This design comes from an exercise in tuning for small area and a short achievable clock period on the open sky130 flow, not from production work. Only the layout flow was run in this run; the RTL was not checked for function there. Power is estimated from default activity; no workload was simulated.

==> design/flow/design.v <==
module decode(
	clk,
	rst_n,
	data_in,
	data_out
	);
	input clk;
	input rst_n;
	input [1:0] data_in;	 
	output reg data_out;
	reg [4:0] m;
	reg [6:0] p0, p1, p2, p3;
	reg [15:0] lf;
	reg old;	 
	wire clr = (lf == 16'h1a00);
	wire [15:0] lf_nx = {lf[14:0], lf[15]^lf[13]^lf[12]^lf[10]^clr};
	wire [10:0] t0, t1, t2, t3;
	decode_step #(2'd0) u0 (.m(m), .t(t0));
	decode_step #(2'd1) u1 (.m(m), .t(t1));
	decode_step #(2'd2) u2 (.m(m), .t(t2));
	decode_step #(2'd3) u3 (.m(m), .t(t3));
	reg [10:0] t;
	always @(*)
		case (data_in)
			2'd0: t = t0;
			2'd1: t = t1;
			2'd2: t = t2;
			default: t = t3;
		endcase
	wire [4:0] mn = t[10:6];
	wire [3:0] dec = t[5:2];
	wire [1:0] sel = t[1:0];
	reg pick;
	always @(*)
		case (sel)
			2'd0: pick = p0[6];
			2'd1: pick = p1[6];
			2'd2: pick = p2[6];
			default: pick = p3[6];
		endcase
	always @(posedge clk or negedge rst_n)
		if (!rst_n) begin
			lf <= 16'h3400;
			old <= 1'b0;
			m <= 5'd0;
			data_out <= 1'b0;
		end else begin
			lf <= lf_nx;
			old <= ~clr & (old | lf[7]);
			m <= clr ? 5'd0 : mn;
			data_out <= ~clr & old & pick;
		end
	always @(posedge clk) begin
		p0 <= {dec[0] ? p2[5:0] : p0[5:0], dec[0]};
		p1 <= {dec[1] ? p2[5:0] : p0[5:0], dec[1]};
		p2 <= {dec[2] ? p3[5:0] : p1[5:0], dec[2]};
		p3 <= {dec[3] ? p3[5:0] : p1[5:0], dec[3]};
	end
endmodule
module decode_step #(parameter [1:0] D = 2'd0) (
	input [4:0] m,
	output reg [10:0] t
	);
	always @(*) begin
		t = {5'd0, 4'b0000, 2'd0};
		case (D)
			2'd0:
				case (m)
					5'd0: t = {5'd6, 4'b1010, 2'd0};
					5'd6: t = {5'd2, 4'b0010, 2'd0};
					5'd16: t = {5'd22, 4'b1110, 2'd2};
					5'd2: t = {5'd18, 4'b1010, 2'd0};
					5'd1: t = {5'd30, 4'b1010, 2'd2};
					5'd17: t = {5'd0, 4'b1110, 2'd0};
					5'd22: t = {5'd0, 4'b0010, 2'd0};
					5'd18: t = {5'd10, 4'b0000, 2'd0};
					5'd30: t = {5'd31, 4'b0010, 2'd0};
					5'd24: t = {5'd15, 4'b1110, 2'd2};
					5'd27: t = {5'd11, 4'b1110, 2'd2};
					5'd10: t = {5'd26, 4'b1000, 2'd0};
					5'd4: t = {5'd6, 4'b0010, 2'd0};
					5'd7: t = {5'd2, 4'b1010, 2'd0};
					5'd11: t = {5'd16, 4'b0010, 2'd1};
					5'd31: t = {5'd6, 4'b1110, 2'd0};
					5'd29: t = {5'd23, 4'b1010, 2'd2};
					5'd19: t = {5'd16, 4'b1110, 2'd3};
					5'd15: t = {5'd22, 4'b1010, 2'd2};
					5'd26: t = {5'd26, 4'b0000, 2'd0};
					5'd23: t = {5'd12, 4'b0010, 2'd1};
					5'd25: t = {5'd23, 4'b1111, 2'd2};
					5'd9: t = {5'd13, 4'b1110, 2'd3};
					5'd20: t = {5'd2, 4'b0010, 2'd0};
					5'd21: t = {5'd8, 4'b0000, 2'd0};
					5'd12: t = {5'd22, 4'b1110, 2'd2};
					5'd13: t = {5'd5, 4'b1110, 2'd2};
					5'd14: t = {5'd30, 4'b0010, 2'd2};
					5'd28: t = {5'd31, 4'b1110, 2'd0};
					5'd8: t = {5'd18, 4'b1110, 2'd0};
					5'd5: t = {5'd15, 4'b0010, 2'd2};
					default: ;
				endcase
			2'd1:
				case (m)
					5'd0: t = {5'd16, 4'b1000, 2'd1};
					5'd6: t = {5'd1, 4'b1000, 2'd1};
					5'd16: t = {5'd17, 4'b1011, 2'd3};
					5'd2: t = {5'd0, 4'b1000, 2'd0};
					5'd1: t = {5'd0, 4'b1011, 2'd2};
					5'd17: t = {5'd24, 4'b1000, 2'd3};
					5'd22: t = {5'd27, 4'b1000, 2'd1};
					5'd18: t = {5'd4, 4'b1000, 2'd0};
					5'd30: t = {5'd29, 4'b1000, 2'd1};
					5'd24: t = {5'd19, 4'b1011, 2'd3};
					5'd27: t = {5'd7, 4'b1011, 2'd2};
					5'd10: t = {5'd6, 4'b1000, 2'd0};
					5'd4: t = {5'd1, 4'b1000, 2'd1};
					5'd7: t = {5'd16, 4'b1000, 2'd1};
					5'd11: t = {5'd25, 4'b1000, 2'd1};
					5'd31: t = {5'd17, 4'b1000, 2'd3};
					5'd29: t = {5'd6, 4'b1011, 2'd2};
					5'd19: t = {5'd9, 4'b1000, 2'd3};
					5'd15: t = {5'd16, 4'b1011, 2'd1};
					5'd26: t = {5'd20, 4'b1000, 2'd0};
					5'd23: t = {5'd25, 4'b0000, 2'd1};
					5'd25: t = {5'd21, 4'b1011, 2'd2};
					5'd9: t = {5'd9, 4'b1111, 2'd3};
					5'd20: t = {5'd14, 4'b1000, 2'd1};
					5'd21: t = {5'd1, 4'b1000, 2'd1};
					5'd12: t = {5'd28, 4'b1011, 2'd3};
					5'd13: t = {5'd17, 4'b1011, 2'd3};
					5'd14: t = {5'd4, 4'b1011, 2'd2};
					5'd28: t = {5'd24, 4'b1000, 2'd3};
					5'd8: t = {5'd7, 4'b1000, 2'd0};
					5'd5: t = {5'd27, 4'b1011, 2'd1};
					default: ;
				endcase
			2'd2:
				case (m)
					5'd0: t = {5'd16, 4'b0100, 2'd3};
					5'd6: t = {5'd17, 4'b0100, 2'd1};
					5'd16: t = {5'd1, 4'b0111, 2'd3};
					5'd2: t = {5'd0, 4'b0100, 2'd0};
					5'd1: t = {5'd0, 4'b0111, 2'd2};
					5'd17: t = {5'd27, 4'b0100, 2'd3};
					5'd22: t = {5'd24, 4'b0100, 2'd1};
					5'd18: t = {5'd7, 4'b0100, 2'd0};
					5'd30: t = {5'd19, 4'b0000, 2'd1};
					5'd24: t = {5'd29, 4'b1111, 2'd3};
					5'd27: t = {5'd4, 4'b0111, 2'd2};
					5'd10: t = {5'd6, 4'b0100, 2'd0};
					5'd4: t = {5'd17, 4'b0100, 2'd1};
					5'd7: t = {5'd16, 4'b0100, 2'd3};
					5'd11: t = {5'd9, 4'b0000, 2'd1};
					5'd31: t = {5'd1, 4'b0100, 2'd3};
					5'd29: t = {5'd6, 4'b0111, 2'd2};
					5'd19: t = {5'd25, 4'b1100, 2'd3};
					5'd15: t = {5'd16, 4'b0111, 2'd3};
					5'd26: t = {5'd21, 4'b0100, 2'd0};
					5'd23: t = {5'd9, 4'b0000, 2'd1};
					5'd25: t = {5'd20, 4'b0111, 2'd2};
					5'd9: t = {5'd25, 4'b1111, 2'd3};
					5'd20: t = {5'd28, 4'b0000, 2'd1};
					5'd21: t = {5'd17, 4'b0100, 2'd1};
					5'd12: t = {5'd14, 4'b1111, 2'd3};
					5'd13: t = {5'd1, 4'b0111, 2'd3};
					5'd14: t = {5'd7, 4'b0111, 2'd2};
					5'd28: t = {5'd27, 4'b0100, 2'd3};
					5'd8: t = {5'd4, 4'b0100, 2'd0};
					5'd5: t = {5'd24, 4'b0111, 2'd1};
					default: ;
				endcase
			2'd3:
				case (m)
					5'd0: t = {5'd6, 4'b1001, 2'd2};
					5'd6: t = {5'd22, 4'b0001, 2'd0};
					5'd16: t = {5'd2, 4'b1101, 2'd2};
					5'd2: t = {5'd30, 4'b1001, 2'd0};
					5'd1: t = {5'd18, 4'b1001, 2'd2};
					5'd17: t = {5'd0, 4'b1101, 2'd2};
					5'd22: t = {5'd0, 4'b0001, 2'd2};
					5'd18: t = {5'd11, 4'b0000, 2'd0};
					5'd30: t = {5'd15, 4'b0001, 2'd0};
					5'd24: t = {5'd31, 4'b1101, 2'd2};
					5'd27: t = {5'd10, 4'b1101, 2'd2};
					5'd10: t = {5'd23, 4'b1000, 2'd0};
					5'd4: t = {5'd6, 4'b0001, 2'd2};
					5'd7: t = {5'd22, 4'b1001, 2'd0};
					5'd11: t = {5'd16, 4'b0001, 2'd1};
					5'd31: t = {5'd6, 4'b1101, 2'd2};
					5'd29: t = {5'd26, 4'b1001, 2'd2};
					5'd19: t = {5'd16, 4'b1101, 2'd3};
					5'd15: t = {5'd2, 4'b1001, 2'd2};
					5'd26: t = {5'd23, 4'b0000, 2'd0};
					5'd23: t = {5'd13, 4'b0001, 2'd1};
					5'd25: t = {5'd26, 4'b1111, 2'd2};
					5'd9: t = {5'd12, 4'b1101, 2'd3};
					5'd20: t = {5'd22, 4'b0001, 2'd0};
					5'd21: t = {5'd5, 4'b0000, 2'd0};
					5'd12: t = {5'd2, 4'b1101, 2'd2};
					5'd13: t = {5'd8, 4'b1101, 2'd2};
					5'd14: t = {5'd18, 4'b0001, 2'd2};
					5'd28: t = {5'd15, 4'b1101, 2'd0};
					5'd8: t = {5'd30, 4'b1101, 2'd0};
					5'd5: t = {5'd31, 4'b0001, 2'd2};
					default: ;
				endcase
		endcase
	end
endmodule
==> design/flow/run.sh <==
#!/bin/bash
# synth_recipe.tcl (not shown) runs the flow's synth.tcl, then flattens the netlist and writes it again
# the make line also repeats each setting of config.mk as NAME=value (left out here)
make -C /OpenROAD-flow-scripts/flow DESIGN_CONFIG=/design/flow/config.mk WORK_HOME=/design/flow/orfs CLKGATE_MAP_FILE= SYNTH_SCRIPT=/design/flow/synth_recipe.tcl finish
==> design/flow/config.mk <==
export PLATFORM = sky130hd
export DESIGN_NAME = decode
export DESIGN_NICKNAME = decode
export VERILOG_FILES = /design/flow/design.v
export SDC_FILE = /design/flow/constraint.sdc
export NUM_CORES = 4
export LEC_CHECK = 0
export ABC_CLOCK_PERIOD_IN_PS = 2000
export CAP_MARGIN = 20
export CORE_MARGIN = 2
export CORE_UTILIZATION = 40
export PLACE_DENSITY = 0.6
export SETUP_SLACK_MARGIN = 3.5
export SLEW_MARGIN = 20
export SYNTH_HIERARCHICAL = 1
==> design/flow/constraint.sdc <==
create_clock -name core_clock -period 6.0 [get_ports {clk}]
set_input_delay 1.2000 -clock core_clock [delete_from_list [all_inputs] [get_ports {clk}]]
set_output_delay 1.2000 -clock core_clock [all_outputs]
set_load 0.01 [all_outputs]
==> summary.txt <==
## worst max path at each step
stage                               from            endpoint  slack [ps]
after floorplan           m[0]$_DFF_PN0_       p1[1]$_DFF_P_        3460
after global placement        data_in[0]  data_out$_DFF_PN0_        2720
after detailed placement      data_in[0]  data_out$_DFF_PN0_        2700
after CTS                 m[1]$_DFF_PN0_  data_out$_DFF_PN0_        3430
after global routing      m[1]$_DFF_PN0_       p0[5]$_DFF_P_        3380
final                     m[0]$_DFF_PN0_       p1[3]$_DFF_P_        3420
## cell usage after synthesis (4+ instances only)
cell type,n,area (sq um)
nand2_1,23,86.33
o21ai_1,4,20.02
a21oi_1,15,75.07
o21ai_0,18,90.09
o211ai_1,4,30.03
ha_1,30,375.4
mux4_1,7,183.9
nand3_1,6,30.03
xor2_1,4,35.03
nand2b_1,10,62.56
buf_2,10,50.05
buf_6,14,157.7
nor2b_1,16,100.1
mux2i_1,9,90.09
a211oi_1,8,60.06
inv_1,20,75.07
buf_4,7,52.55
a221o_1,4,40.04
dfxtp_1,28,560.5
nor2_1,20,75.07
dfrtp_1,20,500.5
xnor2_1,5,43.79
o22ai_1,5,31.28
mux2_4,26,390.4
mux4_2,6,135.1
## area by class of cell
| class | instances | area share (%) |
|---|---|---|
| clock buffer | 6 | 1.759 |
| sequential | 51 | 24.67 |
| clock inverter | 2 | 0.7461 |
| timing repair buffer | 32 | 7.327 |
| tap | 133 | 3.544 |
| multi-input combinational | 297 | 59.85 |
| inverter | 22 | 2.105 |
## layer usage
| layer | share of wire (%) | wire [um] | vias to the layer above | GRT usage, % |
|---|---|---|---|---|
| li1 | - | - | 1490 | - |
| met1 | 45 | 4585 | 1585 | 26.27 |
| met2 | 46 | 4735 | 119 | 28.71 |
| met3 | 5.7 | 582 | 29 | 2.783 |
| met4 | 3.2 | 323 | 0 | 6.667 |
| met5 | 0 | 0 | - | 0 |
## metrics by stage
step / instance area [sq um] / total power [mW]
finish: 4696 / 3.049
floorplan: 4149 / 2.161
global placement: 4114 / 2.372
detailed placement: 4114 / 2.394
CTS: 4586 / 2.942
global route: 4696 / 3.250
## flip-flops by register name (all words and copies together) (netlist names)
register	flops
p3	7
old	1
p2	7
lf	16
data_out	1
p1	7
p0	7
m	5
## report_power, final
group / total (mW) / switching, mW / internal, mW
clock: 0.236 / 0.101 / 0.135
combinational: 2.23 / 1.13 / 1.10
sequential: 0.582 / 0.108 / 0.474
## repair_timing
action | 4_1_cts | 5_1_grt
resized for setup | 43 | 17
pin swaps | 2 | 5
setup buffers | 24 | 1
hold buffers | 0 | 0
endpoints found under the setup margin | 34 | 29
## cells by family (layout without fill, tap and decap cells)
group                    count (synthesis)  after routing
AND/OR/NAND/NOR                        103            103
AO/OA/AOI/OAI                          101            101
buffers and inverters                   55             62
multiplexers                            52             52
flip-flops                              51             51
adder cells (fa/ha/maj)                 32             32
XOR/XNOR                                 9              9
==> results by group <==
Logic synthesis
  • Syn Std Cell Area: just over 0.004 sq mm
  • Number of synthesized register bits: 51
  • Post-Syn Instances: 403
  • Sequential share of the synthesized area: 27.75%
  • Mux cell area share after synthesis: 20.56%
  • Largest family of logic cells by synthesized area: multiplexers
  • Compound-Gate Fraction of Synth Area: around 18%
  • Xor-xnor portion of the synthesized cell area: 1.919%
  • Post-synth EDFFs: 0
  • Top FF cell, synth: dfxtp_1
  • Adder-Cell Fraction of Synth Area: 9.686%
  • FFs w/ async S/R, synth: 45.10%
  • Post-Synthesis Mean Instance Area: 10.19 sq um
  • Synth Area in Simple Gates: 13.68%
  • Unique masters post-synth: 71
  • Syn nets: 437
  • Ys Warns: 11

Flow run
  • Number of max-cap violations: 0

Cells and area
  • # diodes: 0
  • Commonest non-fill, non-tap cells in the layout: dfxtp_1 (28), mux2_4 (27), nand2_1 (22)
  • P&R area growth vs syn: 14.32%
  • # fillers: approximately 900
  • FF+latch area: 0.001159 sq mm
  • Final std cells w/o fill: 543
  • Area of the multi-input gates: 0.002810 sq mm
  • Commonest non-fill, non-tap cell in the layout: dfxtp_1
  • Core Util, Final: 47.60%
  • Share of layout cells above drive strength 1: 31.22%
  • Nets: between 400 and 500

Worst setup path
  • Critical Path Start Type: flip-flop
  • Delay-heaviest family, CP: multiplexers
  • FF-to-FF setup slack: 3420 ps
  • Critical path type: flip-flop to flip-flop
  • Crit-path max FO: 7
  • R2R Path End: p1[3]$_DFF_P_
  • Worst path depth: 6
  • Critical Path Max Stage Delay: 600 ps
  • CP max stage cell: mux4_2
  • Worst Path Buf+Inv: 1
  • CP Data Required Time: a little over 6000 ps
  • RR Startpoint: m[0]$_DFF_PN0_
  • Path depth of the worst reg2reg path: 6
  • WP data arrival: 2760 ps
  • Cells along the critical path: buf_6 > ha_4 > maj3_2 > a221o_1 > mux4_2 > mux2_4
  • CP endpoint kind: flip-flop

Global route
  • Largest net degree at the start of global routing: 55
  • All-Layer GR Usage: 18.58%
  • Gr ovfl total: 0
  • First-pass GRT wire length: approximately 16000 um
  • Initial antenna violation count: 0
  • Number of global-route vias before repair: 3000

Place
  • Setup Slack @ Placement: about 2700 ps
  • Port Buffers: 4
  • Post-DP HPWL: 5990 um
  • Gpl congestion: 0.8705
  • Dpl cells: 510

Power
  • Worst vdd ir: 248.6 uV
  • Pleak: 1.943 nW
  • PwrDens: 649.3 mW/mm^2

STA
  • Clock skew: about 10 ps
  • Final min period: 2585 ps
  • Final WS setup: 3415 ps
  • Slew HR: a little under two fifths
  • Final hold vios: 0
  • Unrepaired setup endpoints after global routing: true
  • Worst-Margin Slew: 937.1 ps
  • Hold Worst Slack: 377.6 ps
  • Final worst-path cycle share: a little over two fifths
  • Setup TNS: 0 ps
  • Max Fclk: 386.9 MHz
  • Finish-stage setup viols: 0
  • Final slew viol count: 0

Die
  • Die width: 105.3 um
  • IO Pins: 5
  • Die Footprint: 0.01110 sq mm
  • Initial core utilization: 41.64%
  • Die height: 105.3 um
  • Floorplan row count: 36
  • CORE AREA: 0.009864 sq mm

Worst hold path
  • Hold Path Depth: 0
  • Hold path endpoint: lf[12]$_DFF_PN1_
  • Min-delay worst type: flip-flop to flip-flop
  • Min-delay src: lf[11]$_DFF_PN0_

Route
  • First-pass iteration count of the detailed router: 7
  • Via/cell ratio: 5.936
  • Vias: between 3000 and 4000
  • DRC violations left: 0
  • WL final: 10230 um
  • Final antenna-violating net count: 0
  • Routed wire length per instance: 18.83 um
  • Iter 0 DRT Violations: 366

Clocking
  • CTS buffer count: 5
  • H-tree Lvls: 2
  • Clk slew on worst S/H paths: 80 ps
  • Max Buffers Root-to-Sink: 2
  • Clock sink total: 51
  • CTS tree: done
  • Root Buffer: clkbuf_8
  • Skew-Pair Late Insertion Delay: 290 ps

Status
  • Status: complete, no violations

re-timing with driven ports:
The flow's constraints put no driver on any port. The routed layout listed below was extracted and timed again, unchanged, in two steps. Step 1: set_driving_cell puts a clkbuf_16 on clk and a buf_2 on each other input, an assumption about the parent block. Step 2 also shifts input and output timing later by t, the mid clock arrival at the registers, as if the neighbouring blocks saw the same clock. Three values: ideal, step 1, step 2; two values: the first two.
t, ns: 0.316
slack for setup (ns): 3.415 / 3.415 / 3.130
worst setup path at the end: input to register
worst register clock-pin slew, ns: 0.09 / 0.09
worst data-port slew with drivers (ns): 0.05
After both steps this run still meets setup and hold. For this run, drivers alone change the setup slack by 0.000 ns; drivers and shift together by -0.285 ns.
